This design comes from an exercise in tuning for small area on the open sky130 flow, not from production work. The RTL was checked by simulation tests, not by an equivalence proof against the original design. No activity file was given, so power comes from the tool's default toggle rates.

`flow/design.v`:
```
module uart_rx (input clock,
                input i_rst,
                input i_rx,
                output reg [11:0] o_cnt,
                output o_tick,
                output o_tick0,
                output reg [4:0] o_u,
                output o_sample,
                output o_txstart);
    wire [12:0] c;
    assign c[0] = 1'b1;
    genvar k;
    generate for (k = 0; k < 12; k = k + 1) begin : g_inc
        assign c[k+1] = c[k] & o_cnt[k];
    end endgenerate
    assign o_tick  = c[11];
    assign o_tick0 = c[12];
    always @(posedge clock)
        if (i_rst | c[12])
            o_cnt <= 12'd1283;
        else
            o_cnt <= o_cnt ^ c[11:0];
    wire idle  = ~o_u[4] & ~o_u[3];
    wire check = ~o_u[4] & o_u[3] & ~o_u[1];
    always @(posedge clock)
        if (i_rst)
            o_u <= 5'd0;
        else if (idle) begin
            if (!i_rx)
                o_u <= {4'b0110, o_tick};
        end
        else if (check & i_rx)
            o_u <= 5'd0;
        else
            o_u <= o_u + {4'd0, o_tick};
    assign o_sample  = o_tick & o_u[0] & (o_u[4] ^ (o_u[3] & o_u[2] & o_u[1]));
    assign o_txstart = o_tick0 & (&o_u[4:1]);
endmodule
module filter (input wire clock,
               input wire i_rst,
               input wire i_rx,
               input wire i_clr,
               input wire [11:0] i_cnt,
               input wire [4:0] i_u,
               input wire i_sample,
               output reg [7:0] o_q);
    reg [399:0] ring;
    reg [8:0]   x;
    reg         pend;
    reg         nb;         
    reg         ob;         
    reg [5:0]   r;
    wire wr   = pend & (x == 9'd0);
    wire win  = i_u[4] & (i_cnt[11:7] == 5'b11000);
    wire [2:0] bi = i_u[3:1];
    wire step = win & ((i_cnt[6:0] >> bi) == 7'd0);
    wire up   = step & nb & ~ob;
    wire dn   = step & ob & ~nb;
    wire hold = win & (i_cnt[6:0] < 7'd13);
    always @(posedge clock)
        ring <= {ring[398:0], ~i_clr & (wr ? nb : ring[399])};
    wire [9:0] xc;
    assign xc[0] = ~hold;
    genvar k;
    generate for (k = 0; k < 9; k = k + 1) begin : g_x
        assign xc[k+1] = xc[k] & x[k];
    end endgenerate
    wire xwrap = xc[4] & x[7] & x[8];      
    always @(posedge clock) begin
        if (i_rst | xwrap)
            x <= 9'd0;
        else
            x <= x ^ xc[8:0];
        if (i_rst)
            pend <= 1'b0;
        else if (i_sample)
            pend <= 1'b1;
        else if (wr)
            pend <= 1'b0;
        if (i_sample)
            nb <= i_rx;
        if (wr)
            ob <= ring[399];
    end
    wire [6:0] rt;
    wire [8:0] qt;
    assign rt[0] = up | dn;
    generate for (k = 0; k < 6; k = k + 1) begin : g_r
        assign rt[k+1] = rt[k] & (r[k] ^ dn);
    end endgenerate
    wire r49 = r[5] & r[4] & r[0] & ~r[3] & ~r[2] & ~r[1];
    assign qt[0] = (up & r49) | (dn & rt[6]);
    generate for (k = 0; k < 8; k = k + 1) begin : g_q
        assign qt[k+1] = qt[k] & (o_q[k] ^ dn);
    end endgenerate
    always @(posedge clock)
        if (i_rst) begin
            o_q <= 8'd0;
            r   <= 6'd0;
        end
        else begin
            o_q <= o_q ^ qt[7:0];
            if (qt[0])
                r <= {dn, dn, 3'b000, dn};
            else
                r <= r ^ rt[5:0];
        end
endmodule
module uart_tx (input clock,
                input i_rst,
                input i_tick,
                input i_tick0,
                input i_start,
                input [7:0] i_data,
                output o_tx,
                output [3:0] o_led,
                output o_clr);
    reg [3:0] s;
    reg [7:0] data;
    assign o_clr = ~s[3] & ~s[1] & s[0];
    always @(posedge clock)
        if (i_rst)
            s <= 4'd1;
        else if (i_start)
            s <= 4'd7;
        else if (o_clr)
            s <= {3'd0, ~i_tick};
        else
            s <= s + {3'd0, i_tick0 & (s[3] | s[0])};
    always @(posedge clock)
        if (i_rst)
            data <= 8'd0;
        else if (i_start)
            data <= i_data;
    assign o_tx  = s[3] ? data[s[2:0]] : ~(s[1] & s[0]);
    assign o_led = data[3:0];
endmodule
module uart_top(
	input clk,
	input wire rst,
	input wire uart_rx,
	output wire uart_tx,
	output wire[3:0] led
    );
wire [11:0] cnt;
wire        tick;
wire        tick0;
wire [4:0]  u;
wire        sample;
wire        txstart;
wire        clr;
wire [7:0]  q;
uart_rx UART_RX (
	.clock    (clk),
	.i_rst    (rst),
	.i_rx     (uart_rx),
	.o_cnt    (cnt),
	.o_tick   (tick),
	.o_tick0  (tick0),
	.o_u      (u),
	.o_sample (sample),
	.o_txstart(txstart)
	);
filter LPF (
	.clock   (clk),
	.i_rst   (rst),
	.i_rx    (uart_rx),
	.i_clr   (clr),
	.i_cnt   (cnt),
	.i_u     (u),
	.i_sample(sample),
	.o_q     (q)
	);
uart_tx UART_TX (
	.clock    (clk),
	.i_rst    (rst),
	.i_tick   (tick),
	.i_tick0  (tick0),
	.i_start  (txstart),
	.i_data   (q),
	.o_tx     (uart_tx),
	.o_led    (led),
	.o_clr    (clr)
	);
endmodule
```
`flow/run.sh`:
```
#!/bin/bash
# synth_recipe.tcl (not shown) runs the flow's synth.tcl, then flattens the netlist and writes it again
# the make line also repeats each setting of config.mk as NAME=value (left out here)
make -C /OpenROAD-flow-scripts/flow DESIGN_CONFIG=/design/flow/config.mk WORK_HOME=/design/flow/orfs CLKGATE_MAP_FILE= SYNTH_SCRIPT=/design/flow/synth_recipe.tcl finish
```
`flow/config.mk`:
```
export PLATFORM = sky130hd
export DESIGN_NAME = uart_top
export DESIGN_NICKNAME = uart_top
export VERILOG_FILES = /design/flow/design.v
export SDC_FILE = /design/flow/constraint.sdc
export NUM_CORES = 4
export LEC_CHECK = 0
export CAP_MARGIN = 20
export CORE_MARGIN = 2
export CORE_UTILIZATION = 65
export CTS_BUF_LIST = sky130_fd_sc_hd__clkbuf_8
export CTS_CLUSTER_DIAMETER = 60
export CTS_CLUSTER_SIZE = 20
export SLEW_MARGIN = 20
```
`flow/constraint.sdc`:
```
create_clock -name core_clock -period 20.0 [get_ports {clk}]
set_input_delay 4.0000 -clock core_clock [delete_from_list [all_inputs] [get_ports {clk}]]
set_output_delay 4.0000 -clock core_clock [all_outputs]
set_load 0.01 [all_outputs]
```
==> metrics.cfg, run 1 <==
[worst_setup_path]
r2r-end = UART_TX.s[2]
crit_slowest_cell = mux4_2
path_max_fanout = 6
crit_chain = mux4_2 -> o21ai_0 -> a32oi_1 -> clkdlybuf4s50_1
end_kind = primary output
worstSetupPathType = flip-flop to primary output
cpPeakStageDelay_ps = 540
crit_arrival_ps = 2270
cp.required_ps = 16000
crit_path_start = UART_TX.s[0]
critPathTopFamily = multiplexers
crit_cells = 4
crit_end = uart_tx
cp-start-kind = flip-flop
rr_startpoint = UART_RX.o_cnt[0]
rrSetupSlack_ps = 16440
worst-path-buf-inv = 1
ff2ff_path_depth = 17

[clock_tree]
post_cts_resized = 0
htreeDepth = 1
cts_tree = yes
cts_buffers = 27
cts_setup_buffers = 0
clkSinkCount = 455
hold_buffers = 0
cts_max_path_buffers = 3
clock_latency_ps = 580
root_buffer = clkbuf_8
clkTransAtPathRegs_ps = 120

[grt]
use_met2_pct = 21.7
antenna_found_initial = 0
grt_pass1_vias = 4547
grt_pass1_wl_mm = 21.6
use_met3_pct = 3.10
use_met1_pct = 22.4
busiest_layer = met1
grt.overflow.total = 0
grt_max_degree = 38
track_usage_pct = 14.8

[synth]
synth_top_area_cell = dfxtp_1
synth_top_family_by_area = simple AND/OR/NAND/NOR gates
synth_cells = 703
synthXorXnorAreaFrac_pct = 0.891
seq_area_frac_synth_pct = 84.4
synth_common_cells = dfxtp_1, nor2_1, nand2_1
async_flop_share_pct = 0
ys_types = 50
synth_area_leaders = dfxtp_1, ha_1, and2_1
synthAdderAreaFrac_pct = 2.66
synth_area_um2 = 10800
syn-num-nets = 729
synth-compound-area-share_pct = 3.03
muxShareOfSynthArea_pct = 1.24
yosysMostFrequentCell = dfxtp_1
synth_ff_type = dfxtp_1
syn_avg_cell_area_um2 = 15.4
yosys.area_share.simple_pct = 6.84
ys.warnings.count = 3
ys_ff_latch = 455
synth_edf_count = 2
synth.top_cell.area_share_pct = 83.8

[flow_run]
cap_viol_max_count = 0

[layout]
drive_gt1_share_pct = 5.78
diodes = 0
nets = 750
final_cells = 947
area_delta_synth_final_pct = 6.32

[route]
wl_per_cell_um = 13.2
dr_total_vias = 4448
drtPass1Iterations = 4
totalWireLength_mm = 12.5
drt_iter0_drc = 176
via_per_inst = 4.70
drcViolationCount = 0
ant_nets = 0

[sta]
skew_ps = 26.2
worstMarginPinSlew_ps = 576
finalSetupViolCount = 0
rsz0062_at_grt = false
setup_tns_ps = 0
fmax_mhz = 159
slew_violations = 0
fin_crit_sh_pct = 31.4
relSlewSlack_pct = 61.4
hold_violations = 0
min_period_ps = 6270

[floorplan]
row_count = 47
core-area_um2 = 16400
die_w_um = 133
initial_utilization_pct = 65.9
die-area_um2 = 17700
io-pin-count = 8
die_h_um = 133

[placement]
gp_congestion = 0.749
dp_cells = 915
dpl.hpwl_mm = 7.03
numPortBuffers = 7

[run_status]
status = complete, no violations

[power]
leakagePower_nw = 4.57
powerDensity_nw_per_um2 = 113
ir_drop_uv = 90.0

[min_path]
hp-class = flip-flop to flip-flop
hold_start = LPF.ring[185]

logic make-up (layout without fill, tap and decap cells):
group           count (synthesis)  after routing
flops                         455            455
simple gates                  131            131
compound gates                 51             51
fa+ha+maj                      23             23
buf+inv                        20             44
mux                            12             12
xor+xnor                       11             11
area by class of cell:
type                    instances  area [um2]
fillers                      1057        4910
inverters                       4        15.0
clock buffers                  27         372
multi-input cells             228        1590
flip-flops and latches        455        9130
repair buffers                  8        77.6
clock inverters                 5        46.3
well taps                     220         275
through the flow:
stage | hold WS (ps) | setup slack, ps | util (%) | power (W) | instance area, um2
6_report | 324 | 13730 | 70.1 | 0.00129 | 11500
5_1_grt | 326 | 13630 | 70.1 | 0.00134 | 11500
4_1_cts | 327 | 13700 | 70.1 | 0.00131 | 11500
3_5_place_dp | 312 | 14310 | 67.5 | 0.000940 | 11100
3_3_place_gp | 313 | 14360 | 67.5 | 0.000940 | 11100
2_1_floorplan | 310 | 14870 | - | 0.000938 | 10800
layout by cell type, fill, tap and decap left out, drive strengths merged, types with 5 or more instances in the layout:
master,instances
dfxtp,453
nor2,28
clkbuf,27
nand2,24
ha,23
a21oi,22
and2,19
nor3,12
mux2i,10
o21ai,8
inv,8
xor2,7
or3,7
clkdlybuf4s50,7
and3,6
o21a,5
nand3,5
nand2b,5
how the worst min path moves through the flow:
stage / end / slack, ps / depth (start not counted)
detailed placement: LPF.ring[141] / 310 / 0
global placement: LPF.ring[371] / 310 / 0
floorplan: LPF.ring[100] / 310 / 0
finish: LPF.ring[186] / 320 / 0
CTS: LPF.ring[186] / 330 / 0
global route: LPF.ring[186] / 330 / 0
per-layer routing:
metal  vias to the layer above  wire, um  part of all wire (%)
met5                         -         0                     0
met4                         0       251                   2.0
met3                        19       406                   3.3
met2                        37      5080                    41
met1                      2074      6750                    54
li1                       2318         -                     -
report_power, final:
group / switching, W / internal [W] / total [W]
sequential: 0.00000232 / 0.000908 / 0.000910
clock: 0.000247 / 0.000127 / 0.000374
combinational: 0.00000462 / 0.00000436 / 0.00000898
total: 0.000254 / 0.00104 / 0.00129
state kept, by name, summed over array words and instances, names as in the netlist:
name and flops:
LPF.nb 1, LPF.r 6, LPF.pend 1, UART_RX.o_cnt 12, LPF.ob 1, UART_TX.s 4
UART_RX.o_u 5, LPF.x 9, LPF.o_q 8, LPF.ring 400, UART_TX.data 8
==> run 2: changes to the inputs <==
--- a/flow/config.mk
+++ b/flow/config.mk
@@ -9,6 +9,6 @@
 export CORE_MARGIN = 2
 export CORE_UTILIZATION = 65
-export CTS_BUF_LIST = sky130_fd_sc_hd__clkbuf_8
-export CTS_CLUSTER_DIAMETER = 60
-export CTS_CLUSTER_SIZE = 20
+export CTS_BUF_LIST = sky130_fd_sc_hd__clkbuf_4
+export CTS_CLUSTER_DIAMETER = 40
+export CTS_CLUSTER_SIZE = 12
 export SLEW_MARGIN = 20
==> metrics.cfg, run 2 <==
[worst_setup_path]
cpPeakStageDelay_ps = 540  ; about the same
cp-start-kind = flip-flop
crit_slowest_cell = mux4_2
path_max_fanout = 6  ; unchanged
worst-path-buf-inv = 1  ; unchanged
end_kind = primary output
crit_arrival_ps = 2360  ; +90 ps
critPathTopFamily = multiplexers
worstSetupPathType = flip-flop to primary output
cp.required_ps = 16000  ; about the same
crit_chain = mux4_2 -> o21ai_0 -> a32oi_1 -> clkdlybuf4s50_1

[power]
powerDensity_nw_per_um2 = 113  ; about the same
ir_drop_uv = 74.4  ; -17%
p_total_w = 0.00130  ; +0.26%
leakagePower_nw = 4.61  ; +0.84%

[flow_run]
cap_viol_max_count = 0  ; unchanged

[route]
via_per_inst = 4.71  ; +0.25%
ant_nets = 0  ; unchanged
drtPass1Iterations = 4  ; unchanged
drt_iter0_drc = 156  ; -11%
totalWireLength_mm = 12.7  ; +1.4%
wl_per_cell_um = 13.0  ; -1.5%
dr_total_vias = 4591  ; +3.2%
drcViolationCount = 0  ; unchanged

[clock_tree]
post_cts_resized = 0  ; unchanged
cts_max_path_buffers = 3  ; unchanged
cts_buffers = 46  ; +70%
htreeDepth = 2  ; +1
clkTransAtPathRegs_ps = 110  ; about the same
root_buffer = clkbuf_4
clkSinkCount = 455  ; unchanged
clock_latency_ps = 630  ; +50 ps
cts_setup_buffers = 0  ; unchanged
hold_buffers = 0  ; unchanged
cts_tree = yes

[layout]
multi_input_area_um2 = 1590  ; unchanged
nets = 769  ; +2.5%
num-fill-cells = 1093  ; +3.4%
final_common_cell = dfxtp_1
regMostFlops = LPF.ring
register_area_um2 = 9130  ; unchanged
design_area_um2 = 11500  ; +0.18%
final_cells = 975  ; +3.0%
largest_reg_flops = 400  ; unchanged
area_delta_synth_final_pct = 6.51
top_regs = LPF.ring: 400 flops, UART_RX.o_cnt: 12 flops, LPF.x: 9 flops
mostFrequentLayoutCells = dfxtp_1, clkbuf_4, nor2_1, nand2_1, ha_1
drive_gt1_share_pct = 9.02  ; +3.2 points

[floorplan]
initial_utilization_pct = 65.9  ; unchanged
die-area_um2 = 17700  ; unchanged
row_count = 47  ; unchanged
io-pin-count = 8  ; unchanged
core-area_um2 = 16400  ; unchanged
die_h_um = 133  ; unchanged
die_w_um = 133  ; unchanged

[synth]
synth_area_leaders = dfxtp_1, ha_1, and2_1
synth_area_um2 = 10800  ; unchanged
syn-num-nets = 729  ; unchanged
synth.top_cell.area_share_pct = 83.8  ; unchanged
ys_ff_latch = 455  ; unchanged
yosysMostFrequentCell = dfxtp_1
ys_types = 50  ; unchanged
synth_cells = 703  ; unchanged
synth_ff_type = dfxtp_1
async_flop_share_pct = 0  ; unchanged
synth_edf_count = 2  ; unchanged
ys.warnings.count = 3  ; unchanged
seq_area_frac_synth_pct = 84.4  ; unchanged
synth_top_area_cell = dfxtp_1
synth_common_cells = dfxtp_1, nor2_1, nand2_1
syn_avg_cell_area_um2 = 15.4  ; unchanged

[grt]
grt_pass1_vias = 4750  ; +4.5%
antenna_found_initial = 1  ; +1
grt_max_degree = 38  ; unchanged
track_usage_pct = 15.3  ; +0.47 points
grt.overflow.total = 0  ; unchanged
grt_pass1_wl_mm = 22.1  ; +2.3%

[placement]
dpl.hpwl_mm = 7.03  ; unchanged
gp_congestion = 0.749  ; unchanged
numPortBuffers = 7  ; unchanged
dp_cells = 915  ; unchanged
dpl_worst_slack_ps = 14310  ; unchanged
postPlaceCellArea_um2 = 11100  ; unchanged

[sta]
fmax_mhz = 157  ; -1.4%
slew_violations = 0  ; unchanged
hold_violations = 0  ; unchanged
worstMarginPinSlew_ps = 544  ; -31.8 ps
fin_crit_sh_pct = 31.8  ; +0.45 points
setup_tns_ps = 0  ; unchanged
relSlewSlack_pct = 63.5  ; +2.1 points
finalSetupViolCount = 0  ; unchanged
skew_ps = 19.2  ; -6.99 ps
setup_ws_ps = 13640  ; -90.4 ps
rsz0062_at_grt = false
min_period_ps = 6360  ; +90.4 ps

[run_status]
status = complete, no violations

[min_path]
hp-class = flip-flop to flip-flop

run 2: cell counts after synthesis:
Identical to the previous run, type by type.
run 2: cell families (layout without fill, tap and decap cells):
group	count (synthesis)	after routing	synth area share [%]
mux	12	12	1.24
other cells	0	1	0
compound gates	51	51	3.03
xor+xnor	11	11	0.891
fa+ha+maj	23	23	2.66
flops	455	455	84.4
buf+inv	20	71	0.949
simple gates	131	131	6.84
run 2: worst register-to-register path, stage by stage, from the launching register on:
cell     delay, ps
dfxtp_1        360
ha_1           200
ha_1           180
ha_1           170
ha_1           170
ha_1           180
ha_1           180
ha_1           180
ha_1           190
ha_1           200
ha_1           260
ha_1           300
o21a_1         150
ha_1           200
ha_1           190
xor2_1         140
nand2_1         70
a21oi_1        130
run 2: report_power, final:
| part | switching [W] | internal (W) |
|---|---|---|
| clock | 0.000255 | 0.000123 |
| combinational | 0.00000463 | 0.00000436 |
| sequential | 0.00000230 | 0.000908 |
| total | 0.000262 | 0.00104 |
run 2: cell type report:
type	instances	area share, %
Clock inverter	8	0.467
Clock buffer	51	3.32
Tap cell	220	2.39
Inverter	4	0.130
Sequential cell	455	79.2
Antenna cell	1	0.0217
Multi-Input combinational cell	228	13.8
Timing Repair Buffer	8	0.673
run 2: metal layers:
metal  part of all wire (%)  vias up  GRT usage, %
met5                      0        -             0
met4                    1.8        0          6.09
met3                    4.1       26          4.37
met2                     41       59          21.8
met1                     53     2122          22.2
li1                       -     2384             -
run 2: worst paths after layout:
check | start | endpoint | slack, ps | cells past startpoint
worst max-delay path | UART_TX.s[0] | uart_tx | 13640 | 4
worst min-delay path | LPF.ring[209] | LPF.ring[210] | 320 | 0
worst max register to register | UART_RX.o_cnt[0] | UART_TX.s[2] | 16470 | 17
worst min register to register | LPF.ring[209] | LPF.ring[210] | 320 | 0
run 2: through the flow:
step / hold WS [ps] / utilization, %
final: 325 / 70.2
after global routing: 336 / 70.2
after CTS: 332 / 70.2
after detailed placement: 312 / 67.5
after global placement: 313 / 67.5
after floorplan: 310 / -
==> run 3: changes to the inputs <==
--- a/flow/config.mk
+++ b/flow/config.mk
@@ -9,6 +9,5 @@
 export CORE_MARGIN = 2
 export CORE_UTILIZATION = 65
-export CTS_BUF_LIST = sky130_fd_sc_hd__clkbuf_4
-export CTS_CLUSTER_DIAMETER = 40
-export CTS_CLUSTER_SIZE = 12
+export CTS_CLUSTER_DIAMETER = 100
+export CTS_CLUSTER_SIZE = 30
 export SLEW_MARGIN = 20
==> metrics.cfg, run 3 <==
[floorplan]
io-pin-count = 8  ; unchanged
core-area_um2 = 16400  ; unchanged
row_count = 47  ; unchanged
die-area_um2 = 17700  ; unchanged
die_w_um = 133  ; unchanged
die_h_um = 133  ; unchanged
initial_utilization_pct = 65.9  ; unchanged

[synth]
synth_area_um2 = 10800  ; unchanged
ys_types = 50  ; unchanged
synth_top_area_cell = dfxtp_1
synth_ff_type = dfxtp_1
async_flop_share_pct = 0  ; unchanged
synth_edf_count = 2  ; unchanged
synth_area_leaders = dfxtp_1, ha_1, and2_1
ys_ff_latch = 455  ; unchanged
synth.top_cell.area_share_pct = 83.8  ; unchanged
seq_area_frac_synth_pct = 84.4  ; unchanged
synth_cells = 703  ; unchanged
ys.warnings.count = 3  ; unchanged
synth_common_cells = dfxtp_1, nor2_1, nand2_1
syn_avg_cell_area_um2 = 15.4  ; unchanged
syn-num-nets = 729  ; unchanged
yosysMostFrequentCell = dfxtp_1

[grt]
antenna_found_initial = 0  ; -1
grt.overflow.total = 0  ; unchanged
track_usage_pct = 15.3  ; +0.043 points
grt_max_degree = 38  ; unchanged
grt_pass1_wl_mm = 22.1  ; +0.38%
grt_pass1_vias = 4525  ; -4.7%

[worst_setup_path]
cp.required_ps = 16000  ; about the same
worstSetupPathType = flip-flop to primary output
crit_slowest_cell = mux4_2
critPathTopFamily = multiplexers
crit_chain = mux4_2 -> o21ai_0 -> a32oi_1 -> clkdlybuf4s50_1
crit_arrival_ps = 2250  ; -110 ps
cpPeakStageDelay_ps = 540  ; about the same
worst-path-buf-inv = 1  ; unchanged
cp-start-kind = flip-flop
end_kind = primary output
path_max_fanout = 6  ; unchanged

[layout]
nets = 742  ; -3.5%
num-fill-cells = 1031  ; -5.7%
diodes = 0  ; -1
design_area_um2 = 11600  ; +0.68%
regMostFlops = LPF.ring
drive_gt1_share_pct = 4.46  ; -4.6 points
top_regs = LPF.ring: 400 flops, UART_RX.o_cnt: 12 flops, LPF.x: 9 flops
area_delta_synth_final_pct = 7.24
largest_reg_flops = 400  ; unchanged
mostFrequentLayoutCells = dfxtp_1, nor2_1, nand2_1, ha_1, a21oi_1
final_common_cell = dfxtp_1

[route]
wl_per_cell_um = 13.8  ; +6.4%
drt_iter0_drc = 179  ; +15%
totalWireLength_mm = 13.0  ; +2.3%
ant_nets = 0  ; unchanged
drcViolationCount = 0  ; unchanged
via_per_inst = 4.69  ; -0.45%
dr_total_vias = 4392  ; -4.3%
drtPass1Iterations = 4  ; unchanged

[sta]
worstMarginPinSlew_ps = 577  ; +32.5 ps
relSlewSlack_pct = 61.4  ; -2.2 points
hold_violations = 0  ; unchanged
slew_violations = 0  ; unchanged
rsz0062_at_grt = false
skew_ps = 22.0  ; +2.76 ps
fin_crit_sh_pct = 31.2  ; -0.59 points
setup_tns_ps = 0  ; unchanged
finalSetupViolCount = 0  ; unchanged
min_period_ps = 6250  ; -118 ps
fmax_mhz = 160  ; +1.9%

[power]
powerDensity_nw_per_um2 = 116  ; +3.2%
seqPwrFrac_pct = 67.5  ; -2.7 points
leakagePower_nw = 4.60  ; -0.19%
p_comb_share_pct = 0.7  ; about the same
switchingPower_w = 0.000259  ; -1.1%
p_int_w = 0.00109  ; +5.2%
ir_drop_uv = 83.8  ; +13%
swShare_pct = 19.2  ; -0.98 points
p_clk_share_pct = 31.8  ; +2.7 points

[flow_run]
cap_viol_max_count = 0  ; unchanged

[clock_tree]
cts_setup_buffers = 0  ; unchanged
cts_tree = yes
htreeDepth = 1  ; -1
root_buffer = clkbuf_16
clkTransAtPathRegs_ps = 120  ; about the same
clock_latency_ps = 510  ; -120 ps
hold_buffers = 0  ; unchanged
cts_buffers = 19  ; -59%
cts_max_path_buffers = 3  ; unchanged
clkSinkCount = 455  ; unchanged
post_cts_resized = 0  ; unchanged

[placement]
gp_congestion = 0.749  ; unchanged
numPortBuffers = 7  ; unchanged
dpl.hpwl_mm = 7.03  ; unchanged
postPlaceCellArea_um2 = 11100  ; unchanged

[run_status]
status = complete, no violations

[min_path]
hp-class = flip-flop to flip-flop

-- run 3: final timing paths --
| check | slack [ps] | cells past startpoint | end | startpoint |
|---|---|---|---|---|
| worst max-delay path | 13750 | 4 | uart_tx | UART_TX.s[0] |
| worst min-delay path | 310 | 0 | LPF.ring[201] | LPF.ring[200] |
| worst max register to register | 16460 | 17 | UART_TX.s[2] | UART_RX.o_cnt[0] |
| worst min register to register | 310 | 0 | LPF.ring[201] | LPF.ring[200] |
-- run 3: cell families (layout without fill, tap and decap cells) --
kind of cell	Yosys count	in the layout	share of synthesized area (%)
AOI/OAI and AO/OA	51	51	3.03
adders and majority gates	23	23	2.66
muxes	12	12	1.24
DFF	455	455	84.4
buffers and inverters	20	34	0.949
xor gates and xnor gates	11	11	0.891
and+or+nand+nor	131	131	6.84
-- run 3: power groups by stage --
stage	Clock (W)	Sequential (W)	Combinational, W
after global routing	0.000467	0.000911	0.0000102
after floorplan	0	0.000930	0.00000759
after CTS	0.000439	0.000910	0.00000906
after detailed placement	0	0.000931	0.00000899
final	0.000429	0.000910	0.00000893
after global placement	0	0.000931	0.00000859
-- run 3: final cells by class --
| cell class | count | area [um2] | area share [%] |
|---|---|---|---|
| clock buffers | 20 | 479 | 4.13 |
| clock inverters | 2 | 38.8 | 0.334 |
| inverters | 4 | 15.0 | 0.129 |
| multi-input cells | 228 | 1590 | 13.7 |
| flip-flops and latches | 455 | 9130 | 78.7 |
| well taps | 220 | 275 | 2.37 |
| repair buffers | 8 | 77.6 | 0.669 |
-- run 3: metal layers --
layer	track usage (%)	vias up	part of all wire, %
met5	0	-	0
met4	4.60	0	1.9
met3	2.53	23	2.9
met2	23.1	37	42
met1	23.0	2031	54
li1	-	2301	-
-- run 3: stage by stage --
stage	utilization (%)	instances	worst slack, ps	total power [W]	hold slack [ps]
CTS	70.7	937	13730	0.00136	313
detailed placement	67.5	915	14310	0.000940	312
global route	70.7	937	13660	0.00139	306
floorplan	-	703	14870	0.000938	310
finish	70.7	937	13750	0.00135	307
global placement	67.5	915	14360	0.000940	313
==> run 4: changes to the inputs <==
==> flow/flow/run.sh (new file) <==
#!/bin/bash
# Standard layout, with clock tree synthesis told not to add dummy loads.
set -euo pipefail
export CTS_ARGS="-sink_clustering_enable -repair_clock_nets -dont_use_dummy_load -buf_list sky130_fd_sc_hd__clkbuf_8 -sink_clustering_size 20 -sink_clustering_max_diameter 60"
bash standard.sh > standard.log 2>&1
==> flow/standard.sh (new file) <==
#!/bin/bash
# synth_recipe.tcl (not shown) runs the flow's synth.tcl, then flattens the netlist and writes it again
# the make line also repeats each setting of config.mk as NAME=value (left out here)
make -C /OpenROAD-flow-scripts/flow DESIGN_CONFIG=/design/flow/config.mk WORK_HOME=/design/flow/orfs CLKGATE_MAP_FILE= SYNTH_SCRIPT=/design/flow/synth_recipe.tcl "${@:-finish}"
--- a/flow/config.mk
+++ b/flow/config.mk
@@ -9,5 +9,6 @@
 export CORE_MARGIN = 2
 export CORE_UTILIZATION = 65
-export CTS_CLUSTER_DIAMETER = 100
-export CTS_CLUSTER_SIZE = 30
+export CTS_BUF_LIST = sky130_fd_sc_hd__clkbuf_8
+export CTS_CLUSTER_DIAMETER = 60
+export CTS_CLUSTER_SIZE = 20
 export SLEW_MARGIN = 20
removed: flow/run.sh
==> metrics.cfg, run 4 <==
[grt]
grt_pass1_vias = 4542  ; +0.38%
grt_pass1_wl_mm = 21.5  ; -2.7%
grt_max_degree = 38  ; unchanged
track_usage_pct = 14.8  ; -0.54 points
grt.overflow.total = 0  ; unchanged
antenna_found_initial = 0  ; unchanged

[sta]
worstMarginPinSlew_ps = 544  ; -32.6 ps
min_period_ps = 6210  ; -39.4 ps
skew_ps = 75.9  ; +53.9 ps
setup_tns_ps = 0  ; unchanged
slew_violations = 0  ; unchanged
fin_crit_sh_pct = 31.0  ; -0.20 points
finalSetupViolCount = 0  ; unchanged
hold_violations = 0  ; unchanged
relSlewSlack_pct = 63.6  ; +2.2 points
fmax_mhz = 161  ; +0.63%
rsz0062_at_grt = false

[clock_tree]
htreeDepth = 1  ; unchanged
post_cts_resized = 0  ; unchanged
cts_setup_buffers = 0  ; unchanged
clkTransAtPathRegs_ps = 110  ; about the same
root_buffer = clkbuf_8
cts_max_path_buffers = 3  ; unchanged
hold_buffers = 0  ; unchanged
clock_latency_ps = 570  ; +60 ps
cts_buffers = 27  ; +8
clkSinkCount = 455  ; unchanged
cts_tree = yes

[placement]
gp_congestion = 0.749  ; unchanged
dpl.hpwl_mm = 7.03  ; unchanged
numPortBuffers = 7  ; unchanged

[route]
dr_wl_met2_mm = 5.03  ; -6.5%
drtPass1Iterations = 4  ; unchanged
dr_total_vias = 4426  ; +0.77%
ant_nets = 0  ; unchanged
drcViolationCount = 0  ; unchanged
wl_per_cell_um = 13.2  ; -4.2%
totalWireLength_mm = 12.5  ; -3.7%
routed.top_layer = met4
wl_met3_um = 401  ; +7.8%
drt_iter0_drc = 205  ; +15%
wl_met1_mm = 6.78  ; -2.5%
via_per_inst = 4.70  ; +0.24%

[floorplan]
io-pin-count = 8  ; unchanged
die-area_um2 = 17700  ; unchanged
initial_utilization_pct = 65.9  ; unchanged
core-area_um2 = 16400  ; unchanged
die_w_um = 133  ; unchanged
row_count = 47  ; unchanged
die_h_um = 133  ; unchanged

[layout]
num-fill-cells = 1062  ; +3.0%
top_regs = LPF.ring: 400 flops, UART_RX.o_cnt: 12 flops, LPF.x: 9 flops
final_common_cell = dfxtp_1
largest_reg_flops = 400  ; unchanged
nets = 750  ; +1.1%
diodes = 0  ; unchanged
regMostFlops = LPF.ring
mostFrequentLayoutCells = dfxtp_1, nor2_1, clkbuf_8, nand2_1, ha_1
drive_gt1_share_pct = 5.26  ; +0.80 points
area_delta_synth_final_pct = 5.89

[synth]
ys.warnings.count = 3  ; unchanged
yosysMostFrequentCell = dfxtp_1
synthXorXnorAreaFrac_pct = 0.891  ; unchanged
synth_area_um2 = 10800  ; unchanged
syn-num-nets = 729  ; unchanged
synth_edf_count = 2  ; unchanged
ys_types = 50  ; unchanged
seq_area_frac_synth_pct = 84.4  ; unchanged
yosys.area_share.simple_pct = 6.84  ; unchanged
synth_common_cells = dfxtp_1, nor2_1, nand2_1
syn_avg_cell_area_um2 = 15.4  ; unchanged
synthAdderAreaFrac_pct = 2.66  ; unchanged
synth_top_area_cell = dfxtp_1
ys_ff_latch = 455  ; unchanged
synth_ff_type = dfxtp_1
muxShareOfSynthArea_pct = 1.24  ; unchanged
synth_top_family_by_area = simple AND/OR/NAND/NOR gates
async_flop_share_pct = 0  ; unchanged
synth.top_cell.area_share_pct = 83.8  ; unchanged
synth-compound-area-share_pct = 3.03  ; unchanged
synth_cells = 703  ; unchanged
synth_area_leaders = dfxtp_1, ha_1, and2_1

[run_status]
status = complete, no violations

[worst_setup_path]
r2r-end = UART_TX.s[2]
crit_end = uart_tx
end_kind = primary output
rrSetupSlack_ps = 16450  ; about the same
path_max_fanout = 6  ; unchanged
cp.required_ps = 16000  ; about the same
crit_arrival_ps = 2210  ; -40 ps
ff2ff_path_depth = 17  ; unchanged
rr_startpoint = UART_RX.o_cnt[0]
crit_path_start = UART_TX.s[0]
worstSetupPathType = flip-flop to primary output
cp-start-kind = flip-flop

[power]
seqPwrFrac_pct = 71.3  ; +3.8 points
leakagePower_nw = 4.54  ; -1.2%
p_clk_share_pct = 28.0  ; -3.8 points
ir_drop_uv = 90.0  ; +7.3%
powerDensity_nw_per_um2 = 112  ; -4.1%
p_total_w = 0.00128  ; -5.3%
p_int_w = 0.00103  ; -5.1%
p_comb_share_pct = 0.7  ; about the same
swShare_pct = 19.0  ; -0.18 points
switchingPower_w = 0.000243  ; -6.2%

[min_path]
hp-class = flip-flop to flip-flop

[flow_run]
cap_viol_max_count = 0  ; unchanged

run 4: power by group through the flow:
stage            logic, W  clock network [W]  registers (W)
3_5_place_dp   0.00000899                  0       0.000931
5_1_grt         0.0000102           0.000398       0.000911
3_3_place_gp   0.00000859                  0       0.000931
4_1_cts        0.00000906           0.000370       0.000910
6_report       0.00000899           0.000358       0.000910
2_1_floorplan  0.00000759                  0       0.000930
run 4: critical path, cell delays in order (launching register included):
cell             delay [ps]
dfxtp_1                 450
mux4_2                  530
o21ai_0                 170
a32oi_1                  70
clkdlybuf4s50_1         490
run 4: cells by family (layout without fill, tap and decap cells):
family / after synthesis / in the layout
compound gates: 51 / 51
xor+xnor: 11 / 11
fa+ha+maj: 23 / 23
buf+inv: 20 / 39
flops: 455 / 455
mux: 12 / 12
simple gates: 131 / 131
run 4: area by class of cell:
type,count,area [um2],share of cell area [%]
Sequential cell,455,9130,79.7
Multi-Input combinational cell,228,1590,13.8
Clock buffer,27,372,3.24
Tap cell,220,275,2.40
Timing Repair Buffer,8,77.6,0.677
Inverter,4,15.0,0.131
run 4: how the worst min path moves through the flow:
stage | slack, ps | depth (start not counted) | end | startpoint
final | 310 | 0 | LPF.ring[36] | LPF.ring[35]
after global routing | 310 | 0 | LPF.ring[241] | LPF.ring[240]
after CTS | 310 | 0 | LPF.ring[104] | LPF.ring[103]
after detailed placement | 310 | 0 | LPF.ring[141] | LPF.ring[140]
after global placement | 310 | 0 | LPF.ring[371] | LPF.ring[370]
after floorplan | 310 | 0 | LPF.ring[100] | LPF.ring[99]
run 4: per-stage QoR:
step / util (%) / hold WS, ps / instances / instance area, um2 / setup slack [ps]
2_1_floorplan: - / 310 / 703 / 10800 / 14870
3_3_place_gp: 67.5 / 313 / 915 / 11100 / 14360
3_5_place_dp: 67.5 / 312 / 915 / 11100 / 14310
4_1_cts: 69.8 / 310 / 942 / 11500 / 13760
5_1_grt: 69.8 / 313 / 942 / 11500 / 13690
6_report: 69.8 / 307 / 942 / 11500 / 13790
run 4: layer usage:
| metal | track usage, % | vias up |
|---|---|---|
| met5 | 0 | - |
| li1 | - | 2311 |
| met4 | 4.30 | 0 |
| met2 | 21.6 | 44 |
| met3 | 3.10 | 18 |
| met1 | 22.5 | 2053 |
==> run 5: changes to the inputs <==
==> flow/flow/run.sh (replaced) <==
#!/bin/bash
# The standard layout with two changes:
#  - synthesis is the standard synthesis script with ABC mapping for area
#    (flow/abc_area.tcl); registers are mapped before ABC and are unchanged;
#  - clock tree synthesis adds no dummy loads.
# Each tool's log is under orfs/logs/; this script's own output goes to
# standard.log.
set -euo pipefail
{ head -n 1 synth_recipe.tcl; cat flow/abc_area.tcl; tail -n +2 synth_recipe.tcl; } > flow_synth.tcl
sed "s#SYNTH_SCRIPT=[^ ]*synth_recipe.tcl#SYNTH_SCRIPT=$PWD/flow_synth.tcl#" standard.sh > flow_standard.sh
grep -q "SYNTH_SCRIPT=$PWD/flow_synth.tcl" flow_standard.sh
export CTS_ARGS="-sink_clustering_enable -repair_clock_nets -dont_use_dummy_load -buf_list sky130_fd_sc_hd__clkbuf_8 -sink_clustering_size 20 -sink_clustering_max_diameter 60"
bash flow_standard.sh > standard.log 2>&1
==> flow/flow/abc_area.tcl (new file) <==
# Map with ABC's own default script for the library instead of ORFS's
# delay-driven script (and without its -D target), which trades area for depth.
proc abc {args} {
  set out {}
  set skip 0
  foreach a $args {
    if {$skip} { set skip 0; continue }
    if {$a eq "-script" || $a eq "-D"} { set skip 1; continue }
    lappend out $a
  }
  yosys abc {*}$out
}
==> metrics.cfg, run 5 <==
[floorplan]
io-pin-count = 8  ; unchanged
initial_utilization_pct = 65.7  ; -0.21 points
core-area_um2 = 16400  ; unchanged
die-area_um2 = 17600  ; -0.30%
die_w_um = 133  ; -0.15%
row_count = 47  ; unchanged
die_h_um = 133  ; -0.15%

[synth]
synth_common_cells = dfxtp_1, nand2_1, ha_1
seq_area_frac_synth_pct = 84.7  ; +0.26 points
yosysMostFrequentCell = dfxtp_1
synth.top_cell.area_share_pct = 84.1  ; +0.26 points
async_flop_share_pct = 0  ; unchanged
synth_area_um2 = 10800  ; -0.31%
synth_area_leaders = dfxtp_1, ha_1, and2_1
ys.warnings.count = 3  ; unchanged
synth_ff_type = dfxtp_1
syn_avg_cell_area_um2 = 15.4  ; +0.40%
synth_top_area_cell = dfxtp_1
synth_edf_count = 2  ; unchanged
syn-num-nets = 724  ; -0.69%
synth_cells = 698  ; -0.71%
ys_types = 54  ; +8.0%
ys_ff_latch = 455  ; unchanged

[placement]
gp_congestion = 0.761  ; +1.5%
postPlaceCellArea_um2 = 11100  ; -0.18%
numPortBuffers = 7  ; unchanged
dpl.hpwl_mm = 6.82  ; -3.1%

[worst_setup_path]
cp-start-kind = flip-flop
end_kind = primary output
worstSetupPathType = flip-flop to primary output
crit_arrival_ps = 2280  ; +70 ps
cp.required_ps = 16000  ; about the same
path_max_fanout = 7  ; +1

[clock_tree]
htreeDepth = 1  ; unchanged
cts_max_path_buffers = 3  ; unchanged
hold_buffers = 0  ; unchanged
clock_latency_ps = 570  ; about the same
clkTransAtPathRegs_ps = 120  ; about the same
post_cts_resized = 0  ; unchanged
cts_setup_buffers = 0  ; unchanged
cts_tree = yes
root_buffer = clkbuf_8
cts_buffers = 27  ; unchanged
clkSinkCount = 455  ; unchanged

[layout]
nets = 747  ; -0.40%
area_delta_synth_final_pct = 6.03
final_common_cell = dfxtp_1
diodes = 0  ; unchanged
largest_reg_flops = 400  ; unchanged
num-fill-cells = 1082  ; +1.9%
mostFrequentLayoutCells = dfxtp_1, clkbuf_8, nand2_1, ha_1, a21oi_1
drive_gt1_share_pct = 5.84  ; +0.58 points
top_regs = LPF.ring: 400 flops, UART_RX.o_cnt: 12 flops, LPF.x: 9 flops
regMostFlops = LPF.ring
design_area_um2 = 11400  ; -0.17%

[route]
totalWireLength_mm = 12.2  ; -1.8%
dr_total_vias = 4426  ; unchanged
wl_per_cell_um = 13.0  ; -1.5%
drcViolationCount = 0  ; unchanged
ant_nets = 0  ; unchanged
via_per_inst = 4.71  ; +0.32%
drt_iter0_drc = 127  ; -38%
drtPass1Iterations = 4  ; unchanged

[power]
powerDensity_nw_per_um2 = 112  ; +0.28%
ir_drop_uv = 102  ; +13%
leakagePower_nw = 4.52  ; -0.40%
p_total_w = 0.00128  ; +0.11%

[sta]
rsz0062_at_grt = false
skew_ps = 54.8  ; -21.1 ps
relSlewSlack_pct = 66.7  ; +3.2 points
finalSetupViolCount = 0  ; unchanged
slew_violations = 0  ; unchanged
fmax_mhz = 159  ; -1.2%
fin_crit_sh_pct = 31.4  ; +0.38 points
min_period_ps = 6280  ; +75.3 ps
setup_tns_ps = 0  ; unchanged
worstMarginPinSlew_ps = 485  ; -58.9 ps
hold_violations = 0  ; unchanged

[grt]
antenna_found_initial = 0  ; unchanged
grt_max_degree = 38  ; unchanged
grt_pass1_vias = 4351  ; -4.2%
track_usage_pct = 14.7  ; -0.099 points
grt.overflow.total = 0  ; unchanged
grt_pass1_wl_mm = 21.1  ; -1.9%

[flow_run]
cap_viol_max_count = 0  ; unchanged

[min_path]
hp-class = flip-flop to flip-flop

[run_status]
status = complete, no violations

run 5: changes by cell type after synthesis, sizes merged, moves of 3 or more:
| cell | change |
|---|---|
| o21ba | -3 |
| nor2 | -8 |
| nand3 | +11 |
| or4 | -4 |
| nand3b | -3 |
| nor3b | +3 |
| xnor2 | +6 |
| mux2i | -6 |
run 5: path summary, 6_finish.rpt:
kind                                      to  slack [ps]              from  cells after the start
worst min register to register  LPF.ring[44]         290      LPF.ring[43]                      0
worst max-delay path                 uart_tx       13720      UART_TX.s[1]                      4
worst min-delay path            LPF.ring[44]         290      LPF.ring[43]                      0
worst max register to register  UART_TX.s[2]       16450  UART_RX.o_cnt[0]                     17
run 5: worst max-delay path: stages (launching register included):
cell and delay (ps):
dfxtp_1 480, mux4_2 530, o21ai_0 160, a32oi_1 70
clkdlybuf4s50_1 490
run 5: metal layers:
layer	GRT usage [%]	up-vias	routed length, um
li1	-	2302	-
met1	22.4	2056	6660
met2	20.9	46	4840
met3	3.07	22	451
met4	5.32	0	295
met5	0	-	0
run 5: through the flow:
stage	std cells	hold slack, ps	util (%)	worst slack (ps)
2_1_floorplan	698	310	-	14850
3_3_place_gp	912	312	67.4	14340
3_5_place_dp	912	312	67.4	14330
4_1_cts	939	291	69.7	13670
5_1_grt	939	288	69.7	13570
6_report	939	288	69.7	13720
run 5: power breakdown:
part           internal (W)  switching (W)  leakage [nW]
clock              0.000122       0.000236         0.194
combinational    0.00000441     0.00000623         0.660
sequential         0.000908     0.00000265          3.67
total               0.00103       0.000244          4.52
run 5: cell type report:
class / count / area, um2 / area share, %
clock buffer: 27 / 372 / 3.25
inverter: 3 / 11.3 / 0.0985
tap: 220 / 275 / 2.41
multi-input combinational: 226 / 1570 / 13.7
timing repair buffer: 8 / 77.6 / 0.678
sequential: 455 / 9130 / 79.8
run 5: logic make-up (layout without fill, tap and decap cells):
logic type / Yosys count / count (layout) / synth area share (%)
DFF: 455 / 455 / 84.7
and+or+nand+nor: 130 / 130 / 6.82
AOI/OAI and AO/OA: 51 / 51 / 3.10
adders and majority gates: 23 / 23 / 2.67
xor gates and xnor gates: 17 / 17 / 1.38
buffers and inverters: 17 / 38 / 0.789
muxes: 5 / 5 / 0.580
==> run 6: changes to the inputs <==
--- a/flow/design.v
+++ b/flow/design.v
@@ -6,5 +6,4 @@
                 output o_tick0,
                 output reg [4:0] o_u,
-                output o_sample,
                 output o_txstart);
     wire [12:0] c;
@@ -34,5 +33,4 @@
         else
             o_u <= o_u + {4'd0, o_tick};
-    assign o_sample  = o_tick & o_u[0] & (o_u[4] ^ (o_u[3] & o_u[2] & o_u[1]));
     assign o_txstart = o_tick0 & (&o_u[4:1]);
 endmodule
@@ -43,21 +41,18 @@
                input wire [11:0] i_cnt,
                input wire [4:0] i_u,
-               input wire i_sample,
                output reg [7:0] o_q);
     reg [399:0] ring;
     reg [8:0]   x;
-    reg         pend;
-    reg         nb;         
-    reg         ob;         
+    reg         up;         
+    reg         dn;         
     reg [5:0]   r;
-    wire wr   = pend & (x == 9'd0);
-    wire win  = i_u[4] & (i_cnt[11:7] == 5'b11000);
+    wire rdbit = i_u[0] & (i_u[4] ^ (i_u[3] & i_u[2] & i_u[1]));
+    wire wr    = rdbit & i_cnt[10] & i_cnt[9] & (x == 9'd0);
+    wire win   = i_u[4] & (i_cnt[11:7] == 5'b11000);
     wire [2:0] bi = i_u[3:1];
-    wire step = win & ((i_cnt[6:0] >> bi) == 7'd0);
-    wire up   = step & nb & ~ob;
-    wire dn   = step & ob & ~nb;
-    wire hold = win & (i_cnt[6:0] < 7'd13);
+    wire step  = win & ((i_cnt[6:0] >> bi) == 7'd0);
+    wire hold  = win & (i_cnt[6:0] < 7'd13);
     always @(posedge clock)
-        ring <= {ring[398:0], ~i_clr & (wr ? nb : ring[399])};
+        ring <= {ring[398:0], ~i_clr & (wr ? i_rx : ring[399])};
     wire [9:0] xc;
     assign xc[0] = ~hold;
@@ -68,29 +63,29 @@
     wire xwrap = xc[4] & x[7] & x[8];      
     always @(posedge clock) begin
-        if (i_rst | xwrap)
+        if (xwrap)
             x <= 9'd0;
         else
             x <= x ^ xc[8:0];
-        if (i_rst)
-            pend <= 1'b0;
-        else if (i_sample)
-            pend <= 1'b1;
-        else if (wr)
-            pend <= 1'b0;
-        if (i_sample)
-            nb <= i_rx;
-        if (wr)
-            ob <= ring[399];
+        if (i_cnt[11:7] == 5'b11001) begin
+            up <= 1'b0;
+            dn <= 1'b0;
+        end
+        else if (wr) begin
+            up <= up | (i_rx & ~ring[399]);
+            dn <= dn | (~i_rx & ring[399]);
+        end
     end
     wire [6:0] rt;
     wire [8:0] qt;
-    assign rt[0] = up | dn;
+    wire sup = step & up;
+    wire sdn = step & dn;
+    assign rt[0] = sup | sdn;
     generate for (k = 0; k < 6; k = k + 1) begin : g_r
-        assign rt[k+1] = rt[k] & (r[k] ^ dn);
+        assign rt[k+1] = rt[k] & (r[k] ^ sdn);
     end endgenerate
     wire r49 = r[5] & r[4] & r[0] & ~r[3] & ~r[2] & ~r[1];
-    assign qt[0] = (up & r49) | (dn & rt[6]);
+    assign qt[0] = (sup & r49) | (sdn & rt[6]);
     generate for (k = 0; k < 8; k = k + 1) begin : g_q
-        assign qt[k+1] = qt[k] & (o_q[k] ^ dn);
+        assign qt[k+1] = qt[k] & (o_q[k] ^ sdn);
     end endgenerate
     always @(posedge clock)
@@ -102,5 +97,5 @@
             o_q <= o_q ^ qt[7:0];
             if (qt[0])
-                r <= {dn, dn, 3'b000, dn};
+                r <= {sdn, sdn, 3'b000, sdn};
             else
                 r <= r ^ rt[5:0];
@@ -130,7 +125,10 @@
     always @(posedge clock)
         if (i_rst)
-            data <= 8'd0;
+            data[3:0] <= 4'd0;
         else if (i_start)
-            data <= i_data;
+            data[3:0] <= i_data[3:0];
+    always @(posedge clock)
+        if (i_start)
+            data[7:4] <= i_data[7:4];
     assign o_tx  = s[3] ? data[s[2:0]] : ~(s[1] & s[0]);
     assign o_led = data[3:0];
@@ -147,5 +145,4 @@
 wire        tick0;
 wire [4:0]  u;
-wire        sample;
 wire        txstart;
 wire        clr;
@@ -159,5 +156,4 @@
 	.o_tick0  (tick0),
 	.o_u      (u),
-	.o_sample (sample),
 	.o_txstart(txstart)
 	);
@@ -169,5 +165,4 @@
 	.i_cnt   (cnt),
 	.i_u     (u),
-	.i_sample(sample),
 	.o_q     (q)
 	);
--- a/flow/flow/run.sh
+++ b/flow/flow/run.sh
@@ -10,4 +10,4 @@
 sed "s#SYNTH_SCRIPT=[^ ]*synth_recipe.tcl#SYNTH_SCRIPT=$PWD/flow_synth.tcl#" standard.sh > flow_standard.sh
 grep -q "SYNTH_SCRIPT=$PWD/flow_synth.tcl" flow_standard.sh
-export CTS_ARGS="-sink_clustering_enable -repair_clock_nets -dont_use_dummy_load -buf_list sky130_fd_sc_hd__clkbuf_8 -sink_clustering_size 20 -sink_clustering_max_diameter 60"
+export CTS_ARGS="-sink_clustering_enable -repair_clock_nets -dont_use_dummy_load -buf_list sky130_fd_sc_hd__clkbuf_8 -sink_clustering_size 24 -sink_clustering_max_diameter 50"
 bash flow_standard.sh > standard.log 2>&1
--- a/flow/config.mk
+++ b/flow/config.mk
@@ -9,6 +9,3 @@
 export CORE_MARGIN = 2
 export CORE_UTILIZATION = 65
-export CTS_BUF_LIST = sky130_fd_sc_hd__clkbuf_8
-export CTS_CLUSTER_DIAMETER = 60
-export CTS_CLUSTER_SIZE = 20
 export SLEW_MARGIN = 20
==> metrics.cfg, run 6 <==
[synth]
synth.top_cell.area_share_pct = 84.3  ; +0.25 points
seq_area_frac_synth_pct = 85.5  ; +0.81 points
syn_avg_cell_area_um2 = 15.9  ; +2.7%
syn-num-nets = 699  ; -3.5%
async_flop_share_pct = 0  ; unchanged
synth_area_leaders = dfxtp_1, ha_1, a21oi_1
yosysMostFrequentCell = dfxtp_1
ys.warnings.count = 3  ; unchanged
synth_edf_count = 4  ; +2
synth_common_cells = dfxtp_1, a21oi_1, ha_1
ys_ff_latch = 454  ; -0.22%
synth_top_area_cell = dfxtp_1
synth_area_um2 = 10700  ; -0.95%
ys_types = 51  ; -5.6%
synth_ff_type = dfxtp_1
synth_cells = 673  ; -3.6%

[worst_setup_path]
worstSetupPathType = flip-flop to primary output
crit_arrival_ps = 2220  ; -60 ps
cp-start-kind = flip-flop
path_max_fanout = 5  ; -2
end_kind = primary output
cp.required_ps = 16000  ; about the same

[placement]
numPortBuffers = 7  ; unchanged
dpl_worst_slack_ps = 14050  ; -274 ps
dpl.hpwl_mm = 7.33  ; +7.5%
gp_congestion = 0.759  ; -0.20%

[floorplan]
die_w_um = 132  ; -0.46%
initial_utilization_pct = 66.8  ; +1.0 points
die_h_um = 132  ; -0.46%
io-pin-count = 8  ; unchanged
die-area_um2 = 17500  ; -0.92%
core-area_um2 = 16000  ; -2.5%
row_count = 46  ; -2.1%

[grt]
grt_pass1_wl_mm = 21.6  ; +2.2%
grt_pass1_vias = 4539  ; +4.3%
grt.overflow.total = 0  ; unchanged
track_usage_pct = 14.9  ; +0.23 points
antenna_found_initial = 0  ; unchanged
grt_max_degree = 33  ; -13%

[layout]
nets = 729  ; -2.4%
area_delta_synth_final_pct = 6.46
largest_reg_flops = 400  ; unchanged
final_util_pct = 71.1  ; +1.4 points
regMostFlops = LPF.ring
final_common_cell = dfxtp_1
register_area_um2 = 9130  ; unchanged
drive_gt1_share_pct = 7.13  ; +1.3 points
multi_input_area_um2 = 1490  ; -5.2%
num-fill-cells = 1058  ; -2.2%
top_regs = LPF.ring: 400 flops, UART_RX.o_cnt: 12 flops, LPF.x: 9 flops
mostFrequentLayoutCells = dfxtp_1, clkbuf_8, a21oi_1, ha_1, nand2_1
diodes = 0  ; unchanged

[power]
p_total_w = 0.00128  ; +0.15%
powerDensity_nw_per_um2 = 113  ; +0.71%
ir_drop_uv = 84.5  ; -17%
leakagePower_nw = 4.49  ; -0.73%

[clock_tree]
htreeDepth = 1  ; unchanged
cts_setup_buffers = 0  ; unchanged
hold_buffers = 0  ; unchanged
clock_latency_ps = 570  ; about the same
cts_max_path_buffers = 3  ; unchanged
root_buffer = clkbuf_8
cts_buffers = 29  ; +7.4%
clkSinkCount = 454  ; -0.22%
cts_tree = yes
clkTransAtPathRegs_ps = 120  ; about the same
post_cts_resized = 0  ; unchanged

[route]
totalWireLength_mm = 12.5  ; +1.9%
via_per_inst = 4.84  ; +2.7%
drt_iter0_drc = 145  ; +14%
ant_nets = 0  ; unchanged
drcViolationCount = 0  ; unchanged
dr_total_vias = 4438  ; +0.27%
drtPass1Iterations = 4  ; unchanged
wl_per_cell_um = 13.6  ; +4.3%

[sta]
slew_violations = 0  ; unchanged
setup_tns_ps = 0  ; unchanged
fin_crit_sh_pct = 31.1  ; -0.33 points
setup_ws_ps = 13780  ; +65.3 ps
hold_violations = 0  ; unchanged
min_period_ps = 6220  ; -65.3 ps
worstMarginPinSlew_ps = 589  ; +103 ps
rsz0062_at_grt = false
finalSetupViolCount = 0  ; unchanged
skew_ps = 55.4  ; +0.607 ps
relSlewSlack_pct = 60.8  ; -6.0 points
fmax_mhz = 161  ; +1.1%

[run_status]
status = complete, no violations

[min_path]
hp-class = flip-flop to flip-flop

[flow_run]
cap_viol_max_count = 0  ; unchanged

-- run 6: cell type report --
class                      instances  area share (%)
clock buffer                      29            3.51
inverter                           5           0.165
multi-input combinational        206            13.1
sequential                       454            80.3
tap                              216            2.38
timing repair buffer               7           0.572
-- run 6: logic make-up after synthesis --
group | share of synthesized area, %
mux | 0.715
compound gates | 3.87
simple gates | 5.59
fa+ha+maj | 2.69
buf+inv | 0.597
xor+xnor | 1.07
flops | 85.5
-- run 6: metrics by stage --
stage               area (um2)  cells  hold slack (ps)
floorplan                10700    673              310
global placement         11000    888              313
detailed placement       11000    888              312
CTS                      11400    917              294
global route             11400    917              295
finish                   11400    917              288
-- run 6: report_power, final --
part           internal (W)  switching (W)   total [W]
sequential         0.000906     0.00000204    0.000908
clock              0.000130       0.000235    0.000365
combinational    0.00000287     0.00000464  0.00000750
total               0.00104       0.000242     0.00128
-- run 6: path summary, 6_finish.rpt --
kind / from / end / slack [ps] / cells past startpoint
setup / recovery: UART_TX.s[1] / uart_tx / 13780 / 4
hold / removal: LPF.ring[244] / LPF.ring[245] / 290 / 0
setup reg to reg: UART_RX.o_cnt[0] / UART_TX.s[2] / 16340 / 17
hold reg to reg: LPF.ring[244] / LPF.ring[245] / 290 / 0
-- run 6: worst max-delay path, stage by stage, from the launching register on --
cell,delay [ps]
dfxtp_1,430
mux4_2,510
o22ai_1,160
a32oi_1,70
clkdlybuf4s50_1,490
-- run 6: per-layer routing --
| metal | GRT usage, % | up-vias | wire [um] |
|---|---|---|---|
| li1 | - | 2246 | - |
| met5 | 0 | - | 0 |
| met4 | 4.60 | 0 | 325 |
| met1 | 22.0 | 2085 | 6500 |
| met3 | 3.00 | 33 | 410 |
| met2 | 22.5 | 74 | 5230 |
==> run 7: changes to the inputs <==
--- a/flow/flow/run.sh
+++ b/flow/flow/run.sh
@@ -10,4 +10,4 @@
 sed "s#SYNTH_SCRIPT=[^ ]*synth_recipe.tcl#SYNTH_SCRIPT=$PWD/flow_synth.tcl#" standard.sh > flow_standard.sh
 grep -q "SYNTH_SCRIPT=$PWD/flow_synth.tcl" flow_standard.sh
-export CTS_ARGS="-sink_clustering_enable -repair_clock_nets -dont_use_dummy_load -buf_list sky130_fd_sc_hd__clkbuf_8 -sink_clustering_size 24 -sink_clustering_max_diameter 50"
+export CTS_ARGS="-sink_clustering_enable -repair_clock_nets -dont_use_dummy_load -buf_list sky130_fd_sc_hd__clkbuf_4 -sink_clustering_size 12 -sink_clustering_max_diameter 40"
 bash flow_standard.sh > standard.log 2>&1
==> metrics.cfg, run 7 <==
[sta]
relSlewSlack_pct = 60.6  ; -0.13 points
fin_crit_sh_pct = 31.5  ; +0.44 points
min_period_ps = 6310  ; +87.8 ps
skew_ps = 53.3  ; -2.13 ps
setup_tns_ps = 0  ; unchanged
setup_ws_ps = 13690  ; -87.8 ps
rsz0062_at_grt = false
finalSetupViolCount = 0  ; unchanged
worstMarginPinSlew_ps = 591  ; +1.92 ps
fmax_mhz = 159  ; -1.4%
hold_violations = 0  ; unchanged
slew_violations = 0  ; unchanged

[clock_tree]
htreeDepth = 2  ; +1
clock_latency_ps = 640  ; +70 ps
cts_setup_buffers = 0  ; unchanged
clkSinkCount = 454  ; unchanged
cts_max_path_buffers = 3  ; unchanged
post_cts_resized = 0  ; unchanged
cts_buffers = 47  ; +62%
clkTransAtPathRegs_ps = 110  ; about the same
hold_buffers = 0  ; unchanged
cts_tree = yes
root_buffer = clkbuf_4

[route]
ant_nets = 0  ; unchanged
routed.top_layer = met4
drtPass1Iterations = 4  ; unchanged
wl_met3_um = 543  ; +32%
dr_total_vias = 4487  ; +1.1%
wl_met1_mm = 6.48  ; -0.32%
drcViolationCount = 0  ; unchanged
dr_wl_met2_mm = 5.37  ; +2.5%
drt_iter0_drc = 176  ; +21%
totalWireLength_mm = 12.8  ; +2.5%
via_per_inst = 4.79  ; -0.95%
wl_per_cell_um = 13.7  ; +0.43%

[grt]
grt_max_degree = 33  ; unchanged
grt.overflow.total = 0  ; unchanged
antenna_found_initial = 1  ; +1
grt_pass1_vias = 4738  ; +4.4%
grt_pass1_wl_mm = 22.1  ; +2.5%
track_usage_pct = 15.6  ; +0.68 points

[worst_setup_path]
cp-start-kind = flip-flop
crit_chain = mux4_2 -> o22ai_1 -> a32oi_1 -> clkdlybuf4s50_1
crit_arrival_ps = 2310  ; +90 ps
worst-path-buf-inv = 1  ; unchanged
worstSetupPathType = flip-flop to primary output
path_max_fanout = 5  ; unchanged
critPathTopFamily = multiplexers
crit_slowest_cell = mux4_2
cp.required_ps = 16000  ; about the same
cpPeakStageDelay_ps = 510  ; about the same
end_kind = primary output

[layout]
drive_gt1_share_pct = 9.46  ; +2.3 points
nets = 747  ; +2.5%
mostFrequentLayoutCells = dfxtp_1, clkbuf_4, a21oi_1, ha_1, nand2_1
final_common_cell = dfxtp_1
largest_reg_flops = 400  ; unchanged
regMostFlops = LPF.ring
design_area_um2 = 11300  ; -0.39%
final_util_pct = 70.8  ; -0.27 points
area_delta_synth_final_pct = 6.05
top_regs = LPF.ring: 400 flops, UART_RX.o_cnt: 12 flops, LPF.x: 9 flops

[floorplan]
initial_utilization_pct = 66.8  ; unchanged
die_w_um = 132  ; unchanged
die_h_um = 132  ; unchanged
io-pin-count = 8  ; unchanged
row_count = 46  ; unchanged
die-area_um2 = 17500  ; unchanged
core-area_um2 = 16000  ; unchanged

[synth]
synth_edf_count = 4  ; unchanged
seq_area_frac_synth_pct = 85.5  ; unchanged
synth_top_area_cell = dfxtp_1
synth_area_um2 = 10700  ; unchanged
yosys.area_share.simple_pct = 5.59  ; unchanged
muxShareOfSynthArea_pct = 0.715  ; unchanged
synth_ff_type = dfxtp_1
synth_cells = 673  ; unchanged
ys_ff_latch = 454  ; unchanged
synth_area_leaders = dfxtp_1, ha_1, a21oi_1
synth.top_cell.area_share_pct = 84.3  ; unchanged
ys.warnings.count = 3  ; unchanged
synth_common_cells = dfxtp_1, a21oi_1, ha_1
async_flop_share_pct = 0  ; unchanged
syn-num-nets = 699  ; unchanged
synthAdderAreaFrac_pct = 2.69  ; unchanged
synth-compound-area-share_pct = 3.87  ; unchanged
yosysMostFrequentCell = dfxtp_1
syn_avg_cell_area_um2 = 15.9  ; unchanged
synth_top_family_by_area = simple AND/OR/NAND/NOR gates
synthXorXnorAreaFrac_pct = 1.07  ; unchanged
ys_types = 51  ; unchanged

[placement]
numPortBuffers = 7  ; unchanged
dpl.hpwl_mm = 7.33  ; unchanged
gp_congestion = 0.759  ; unchanged
postPlaceCellArea_um2 = 11000  ; unchanged
dpl_worst_slack_ps = 14050  ; unchanged

[power]
swShare_pct = 19.6  ; +0.74 points
seqPwrFrac_pct = 71.7  ; +0.8 points
ir_drop_uv = 76.9  ; -9.0%
p_int_w = 0.00102  ; -2.0%
switchingPower_w = 0.000248  ; +2.8%
p_comb_share_pct = 0.6  ; about the same
p_clk_share_pct = 27.7  ; -0.8 points
powerDensity_nw_per_um2 = 112  ; -0.76%
leakagePower_nw = 4.50  ; +0.17%

[flow_run]
cap_viol_max_count = 0  ; unchanged

[min_path]
hp-class = flip-flop to flip-flop

[run_status]
status = complete, no violations

[run 7: cell counts after synthesis]
No cell type changed its count.
[run 7: worst paths after layout]
| check | start | endpoint | slack, ps | cells after the start |
|---|---|---|---|---|
| worst max-delay path | UART_TX.s[1] | uart_tx | 13690 | 4 |
| worst max register to register | UART_RX.o_cnt[0] | UART_TX.s[2] | 16300 | 17 |
| worst min-delay path | LPF.ring[48] | LPF.ring[49] | 260 | 0 |
| worst min register to register | LPF.ring[48] | LPF.ring[49] | 260 | 0 |
[run 7: cell type report]
| cell class | count | area [um2] |
|---|---|---|
| inverter | 5 | 18.8 |
| tap | 216 | 270 |
| antenna | 1 | 2.50 |
| fill | 1064 | 4670 |
| multi-input combinational | 206 | 1490 |
| sequential | 454 | 9130 |
| timing repair buffer | 7 | 65.1 |
| clock buffer | 47 | 353 |
[run 7: power by group through the flow]
stage,combinational [W],clock (W),sequential (W)
finish,0.00000754,0.000350,0.000908
global route,0.00000850,0.000400,0.000909
CTS,0.00000761,0.000365,0.000908
detailed placement,0.00000753,0,0.000929
global placement,0.00000718,0,0.000929
floorplan,0.00000550,0,0.000928
[run 7: cell families after synthesis]
| group | count (synthesis) |
|---|---|
| and+or+nand+nor | 108 |
| AOI/OAI and AO/OA | 56 |
| adders and majority gates | 23 |
| muxes | 6 |
| DFF | 454 |
| xor gates and xnor gates | 13 |
| buffers and inverters | 13 |
[run 7: metrics by stage]
stage               hold slack [ps]  total power [W]  instances
global placement                313         0.000936        888
detailed placement              312         0.000936        888
global route                    253          0.00132        936
floorplan                       310         0.000934        673
finish                          261          0.00127        936
CTS                             256          0.00128        935
[run 7: routing by layer]
metal	vias up	global-route usage, %
met2	87	22.5
met3	36	4.15
met4	0	8.18
met5	-	0
li1	2295	-
met1	2069	21.7
==> run 8: changes to the inputs <==
--- a/flow/flow/run.sh
+++ b/flow/flow/run.sh
@@ -11,3 +11,4 @@
 grep -q "SYNTH_SCRIPT=$PWD/flow_synth.tcl" flow_standard.sh
 export CTS_ARGS="-sink_clustering_enable -repair_clock_nets -dont_use_dummy_load -buf_list sky130_fd_sc_hd__clkbuf_4 -sink_clustering_size 12 -sink_clustering_max_diameter 40"
+export BUFFER_PORTS_ARGS="-buffer_cell sky130_fd_sc_hd__buf_1"
 bash flow_standard.sh > standard.log 2>&1
==> metrics.cfg, run 8 <==
[layout]
largest_reg_flops = 400  ; unchanged
area_delta_synth_final_pct = 5.75
final_common_cell = dfxtp_1
top_regs = LPF.ring: 400 flops, UART_RX.o_cnt: 12 flops, LPF.x: 9 flops
regMostFlops = LPF.ring

[clock_tree]
cts_setup_buffers = 0  ; unchanged
clkSinkCount = 454  ; unchanged
htreeDepth = 2  ; unchanged
post_cts_resized = 0  ; unchanged
clock_latency_ps = 640  ; about the same
cts_tree = yes
cts_max_path_buffers = 3  ; unchanged

[floorplan]
die-area_um2 = 17500  ; unchanged
initial_utilization_pct = 66.8  ; unchanged
die_h_um = 132  ; unchanged
io-pin-count = 8  ; unchanged

[power]
p_comb_share_pct = 0.6  ; about the same
ir_drop_uv = 72.2  ; -6.1%
p_clk_share_pct = 27.7  ; about the same
p_int_w = 0.00102  ; about the same
powerDensity_nw_per_um2 = 112  ; +0.22%

[sta]
fin_crit_sh_pct = 29.9  ; -1.6 points
setup_tns_ps = 0  ; unchanged
slew_violations = 0  ; unchanged
min_period_ps = 5980  ; -330 ps
skew_ps = 38.6  ; -14.7 ps
relSlewSlack_pct = 61.0  ; +0.40 points
worstMarginPinSlew_ps = 579  ; -11.4 ps
hold_violations = 0  ; unchanged
fmax_mhz = 167  ; +5.5%
finalSetupViolCount = 0  ; unchanged

[worst_setup_path]
r2r-end = UART_TX.s[2]
crit_slowest_cell = mux4_2
rr_startpoint = UART_RX.o_cnt[0]
critPathTopFamily = multiplexers
path_max_fanout = 5  ; unchanged
worst-path-buf-inv = 1  ; unchanged
ff2ff_path_depth = 17  ; unchanged
cp.required_ps = 16000  ; about the same
cp-start-kind = flip-flop
crit_arrival_ps = 1980  ; -330 ps
end_kind = primary output
worstSetupPathType = flip-flop to primary output

[route]
wl_met1_mm = 6.43  ; -0.80%
totalWireLength_mm = 12.3  ; -3.5%
ant_nets = 0  ; unchanged
routed.top_layer = met4
drt_iter0_drc = 149  ; -15%
drcViolationCount = 0  ; unchanged
drtPass1Iterations = 4  ; unchanged

[synth]
ys.warnings.count = 3  ; unchanged
syn_avg_cell_area_um2 = 15.9  ; unchanged
synth_top_area_cell = dfxtp_1
yosysMostFrequentCell = dfxtp_1
synth_cells = 673  ; unchanged
synth_edf_count = 4  ; unchanged
synth.top_cell.area_share_pct = 84.3  ; unchanged
async_flop_share_pct = 0  ; unchanged
synth_area_leaders = dfxtp_1, ha_1, a21oi_1
synth_area_um2 = 10700  ; unchanged
seq_area_frac_synth_pct = 85.5  ; unchanged

[min_path]
hp-class = flip-flop to flip-flop
hold_start = LPF.ring[153]

[grt]
track_usage_pct = 14.8  ; -0.79 points
grt.overflow.total = 0  ; unchanged
grt_max_degree = 33  ; unchanged

[placement]
dpl.hpwl_mm = 6.94  ; -5.3%
numPortBuffers = 7  ; unchanged
gp_congestion = 0.751  ; -1.0%

[run_status]
status = complete, no violations

[flow_run]
cap_viol_max_count = 0  ; unchanged

run 8: worst max path at each step:
stage,start,to,slack (ps)
after floorplan,UART_TX.s[1],uart_tx,14880
after global placement,UART_TX.s[1],uart_tx,14730
after detailed placement,UART_TX.s[1],uart_tx,14690
after CTS,UART_TX.s[1],uart_tx,13990
after global routing,UART_TX.s[1],uart_tx,13910
final,UART_TX.s[1],uart_tx,14020
run 8: cells by family after synthesis:
logic type,synth area share (%)
multiplexers,0.715
AO/OA/AOI/OAI,3.87
buffers and inverters,0.597
adder cells (fa/ha/maj),2.69
AND/OR/NAND/NOR,5.59
flip-flops,85.5
XOR/XNOR,1.07
run 8: cell type report:
class	count	area (um2)
repair buffers	8	33.8
fillers	1120	4710
well taps	216	270
inverters	5	18.8
flip-flops and latches	454	9130
clock buffers	47	353
multi-input cells	206	1490
diodes	1	2.50
run 8: power groups by stage:
| stage | Combinational, W | Sequential (W) | Clock, W |
|---|---|---|---|
| after floorplan | 0.00000550 | 0.000928 | 0 |
| after global placement | 0.00000698 | 0.000929 | 0 |
| after detailed placement | 0.00000734 | 0.000929 | 0 |
| after CTS | 0.00000746 | 0.000908 | 0.000365 |
| after global routing | 0.00000845 | 0.000909 | 0.000397 |
| final | 0.00000747 | 0.000908 | 0.000350 |
run 8: per-layer routing:
metal	up-vias	global-route usage, %
met2	69	21.4
li1	2302	-
met5	-	0
met3	34	3.77
met1	2117	21.0
met4	0	7.29
run 8: through the flow:
step / hold slack, ps / power [W] / setup slack [ps] / instances / util [%]
floorplan: 310 / 0.000934 / 14880 / 673 / -
global placement: 312 / 0.000936 / 14730 / 889 / 68.4
detailed placement: 312 / 0.000936 / 14690 / 889 / 68.4
CTS: 296 / 0.00128 / 13990 / 936 / 70.6
global route: 309 / 0.00131 / 13910 / 937 / 70.6
finish: 307 / 0.00127 / 14020 / 937 / 70.6

Setup slack of run 8, layout unchanged: 14.024 ns with ideal ports, 13.991 ns with driving cells assumed (clock clkbuf_16, inputs buf_2), 14.637 ns with port delays also shifted by the 0.646 ns mid clock arrival.
